This design comes from an exercise in tuning for small area on the open sky130 flow, not from production work. Function was checked by simulation only, so behaviour that the tests miss may differ from the original. The clock port is modelled as an ideal driver; clocking choices that lean on that would not hold on a real chip. Power and IR drop assume default switching activity.

## orange
==> module DoutReader, before the edit <==
module DoutReader (
    input clk_i,   
    input reset_i,   
    input drdy,   
    input dclk,   
    input din,   
    output [23:0] ch1_o,   
    output [23:0] ch2_o,   
    output tick_o   
);
    logic x_q, y_q;
    logic [5:0] cnt_q;   
    logic drdy_1, drdy_2, dclk_1, dclk_2;
    logic [23:0] sr1_q, sr2_q;   
    logic [23:0] ch1_q, ch2_q;   
    wire drdy_fall = drdy_2 & ~drdy_1;
    wire dclk_fall = dclk_2 & ~dclk_1;
    wire wait_drdy = ~x_q & ~y_q;
    wire wait_dclk = x_q & ~y_q;
    wire write = ~x_q & y_q;
    wire fin = x_q & y_q;
    wire last = &cnt_q;   
    wire first_half = ~cnt_q[5];   
    wire x_d = wait_drdy & drdy_fall | wait_dclk & ~dclk_fall | write;
    wire y_d = wait_dclk & dclk_fall | write & last;
    always_ff @(posedge clk_i) begin
        if (reset_i) begin
            x_q <= 1'b0;
            y_q <= 1'b0;
            drdy_1 <= 1'b0;
            drdy_2 <= 1'b0;
        end else begin
            x_q <= x_d;
            y_q <= y_d;
            drdy_1 <= drdy;
            drdy_2 <= drdy_1;
        end
    end
    always_ff @(posedge clk_i) begin
        for (int k = 0; k < 6; k++)
            cnt_q[k] <= ~reset_i & ~wait_drdy & (cnt_q[k] ^ (y_q & (&(cnt_q | ~((6'd1 << k) - 6'd1)))));
    end
    always_ff @(posedge clk_i) begin
        dclk_1 <= dclk;
        dclk_2 <= dclk_1;
    end
    wire sh1 = y_q & first_half;
    wire hold1 = x_q | ~first_half;
    wire sh2 = y_q;
    wire hold2 = x_q;
    wire ld = fin & ~reset_i;
    wire keep = ~fin & ~reset_i;
    always_ff @(posedge clk_i) begin
        sr1_q <= ({24{sh1}} & {sr1_q[22:0], din}) | ({24{hold1}} & sr1_q);
        sr2_q <= ({24{sh2}} & {sr2_q[22:0], din}) | ({24{hold2}} & sr2_q);
        ch1_q <= ({24{ld}} & sr1_q) | ({24{keep}} & ch1_q);
        ch2_q <= ({24{ld}} & sr2_q) | ({24{keep}} & ch2_q);
    end
    assign ch1_o = ch1_q;
    assign ch2_o = ch2_q;
    assign tick_o = wait_drdy & cnt_q[0];
endmodule
export LEC_CHECK = 0
export CAP_MARGIN = 0
export CORE_MARGIN = 2
export CORE_UTILIZATION = 80
export PLACE_DENSITY = 0.85
export SLEW_MARGIN = 0
create_clock -name core_clock -period 5.0 [get_ports {clk_i}]
standard.sh (not shown) runs the stock make flow with config.mk's settings and CLKGATE_MAP_FILE= SYNTH_SCRIPT=/design/flow/synth_recipe.tcl, a recipe that flattens the netlist after the stock synthesis.
==> flow/flow/run.sh <==
#!/bin/bash
# Own layout flow: the standard flow (the standard.sh, standard synthesis
# unchanged) with the smallest buffer on each port, a clock tree without dummy
# loads, and clock buffers sized to their loads (flow/post_cts.tcl).
set -euo pipefail
here=$(pwd)
bash standard.sh \
  "BUFFER_PORTS_ARGS=-buffer_cell sky130_fd_sc_hd__buf_1" \
  "CTS_ARGS=-sink_clustering_enable -repair_clock_nets -dont_use_dummy_load" \
  "POST_CTS_TCL=$here/flow/post_cts.tcl" \
  finish > flow_make.log 2>&1
==> flow/flow/post_cts.tcl <==
# After clock tree synthesis: give each clock buffer the smallest clkbuf size
# that keeps every flip-flop clock pin's slew under a target (with margin for
# the routed parasitics), instead of one size for the whole tree.
set clk_slew_target 0.115
set clk_sizes {sky130_fd_sc_hd__clkbuf_2 sky130_fd_sc_hd__clkbuf_4 sky130_fd_sc_hd__clkbuf_8 sky130_fd_sc_hd__clkbuf_16}

proc worst_clk_pin_slew {} {
  set worst 0
  foreach p [get_pins -hierarchical */CLK] {
    set s [get_property $p slew_max]
    if { $s > $worst } { set worst $s }
  }
  return $worst
}

proc worst_buf_in_slew {} {
  set worst 0
  foreach inst [get_cells clkbuf_*] {
    set s [get_property [get_pins [get_full_name $inst]/A] slew_max]
    if { $s > $worst } { set worst $s }
  }
  return $worst
}

estimate_parasitics -placement
puts "clock slew before resizing: [worst_clk_pin_slew]"
# leaves first (those driving flip-flops), then the buffers above them
set bufs {}
foreach c [get_cells clkbuf_*] { lappend bufs [get_full_name $c] }
set bufs [lsort -decreasing $bufs]
foreach name $bufs {
  set inst [get_cells $name]
  set orig [get_property $inst ref_name]
  set done 0
  foreach c $clk_sizes {
    replace_cell $inst $c
    estimate_parasitics -placement
    puts "  try $c: [worst_clk_pin_slew] [worst_buf_in_slew]"
    if { [worst_clk_pin_slew] <= $clk_slew_target && [worst_buf_in_slew] <= 0.25 } {
      set done 1
      break
    }
  }
  if { !$done } { replace_cell $inst $orig }
  estimate_parasitics -placement
  puts "clock buffer $name: $orig -> [get_property $inst ref_name]"
}
puts "clock slew after resizing: [worst_clk_pin_slew]"
orange finished every stage and its layout cleared the timing, DRC and antenna checks.
### orange -> green
--- a/flow/design.v
+++ b/flow/design.v
@@ -8,9 +8,10 @@
     output [23:0] ch2_o,   
     output tick_o   
 );
     logic x_q, y_q;
-    logic [5:0] cnt_q;   
+    logic [4:0] lc_q;   
+    logic h_q;   
     logic drdy_1, drdy_2, dclk_1, dclk_2;
     logic [23:0] sr1_q, sr2_q;   
     logic [23:0] ch1_q, ch2_q;   
     wire drdy_fall = drdy_2 & ~drdy_1;
@@ -18,10 +19,12 @@
     wire wait_drdy = ~x_q & ~y_q;
     wire wait_dclk = x_q & ~y_q;
     wire write = ~x_q & y_q;
     wire fin = x_q & y_q;
-    wire last = &cnt_q;   
-    wire first_half = ~cnt_q[5];   
+    wire lc_z = ~|lc_q[3:0];
+    wire lc_end = lc_q[4] & lc_z;   
+    wire last = h_q & lc_end;   
+    wire first_half = ~h_q;   
     wire x_d = wait_drdy & drdy_fall | wait_dclk & ~dclk_fall | write;
     wire y_d = wait_dclk & dclk_fall | write & last;
     always_ff @(posedge clk_i) begin
         if (reset_i) begin
@@ -35,11 +38,14 @@
             drdy_1 <= drdy;
             drdy_2 <= drdy_1;
         end
     end
+    wire cnt_step = y_q;
+    wire cnt_hold = x_q;
     always_ff @(posedge clk_i) begin
-        for (int k = 0; k < 6; k++)
-            cnt_q[k] <= ~reset_i & ~wait_drdy & (cnt_q[k] ^ (y_q & (&(cnt_q | ~((6'd1 << k) - 6'd1)))));
+        lc_q[4:1] <= ({4{cnt_step}} & lc_q[3:0]) | ({4{cnt_hold}} & lc_q[4:1]);
+        lc_q[0] <= ~reset_i & ((cnt_step & (lc_q[4] ^ lc_q[2] ^ lc_z)) | (cnt_hold & lc_q[0]));
+        h_q <= (cnt_step & (h_q ^ lc_end)) | (cnt_hold & h_q);
     end
     always_ff @(posedge clk_i) begin
         dclk_1 <= dclk;
         dclk_2 <= dclk_1;
@@ -57,6 +63,6 @@
         ch2_q <= ({24{ld}} & sr2_q) | ({24{keep}} & ch2_q);
     end
     assign ch1_o = ch1_q;
     assign ch2_o = ch2_q;
-    assign tick_o = wait_drdy & cnt_q[0];
+    assign tick_o = wait_drdy & lc_q[0];
 endmodule
--- outcome ---
Compare orange and green | XOR/XNOR share of the synthesized area lower: green. Total via count in the routed design: green vs orange down 34. Compared with orange, in green register area share after synthesis has decreased, layout overhead on the synthesized area has decreased, synthesized cell count has decreased, areal power density over the cells has increased. Across both runs, utilization was lower for green than for orange.

## port drivers added, routing unchanged
How much do the figures lean on ideal ports? The routed layouts below were timed once more, with nothing changed but the port constraints. Step 1 (the two cells are an assumption about what drives the block):
set clk [get_ports {clk_i}]
set_driving_cell -lib_cell sky130_fd_sc_hd__clkbuf_16 $clk
set_driving_cell -lib_cell sky130_fd_sc_hd__buf_2 [delete_from_list [all_inputs] $clk]
Step 2 also shifts input and output timing later by t, the mid clock arrival at the registers, as if the neighbouring blocks saw the same clock. a / b / c = no drivers / after step 1 / after step 2; a / b = the first two.
run | shift t [ns] | setup WS [ns] | worst setup path at the end
orange | 0.443 | 2.167 / 2.139 / 2.440 | register to register
green | 0.442 | 2.199 / 2.176 / 2.363 | input to register
After both steps setup and hold are still met in every run listed.
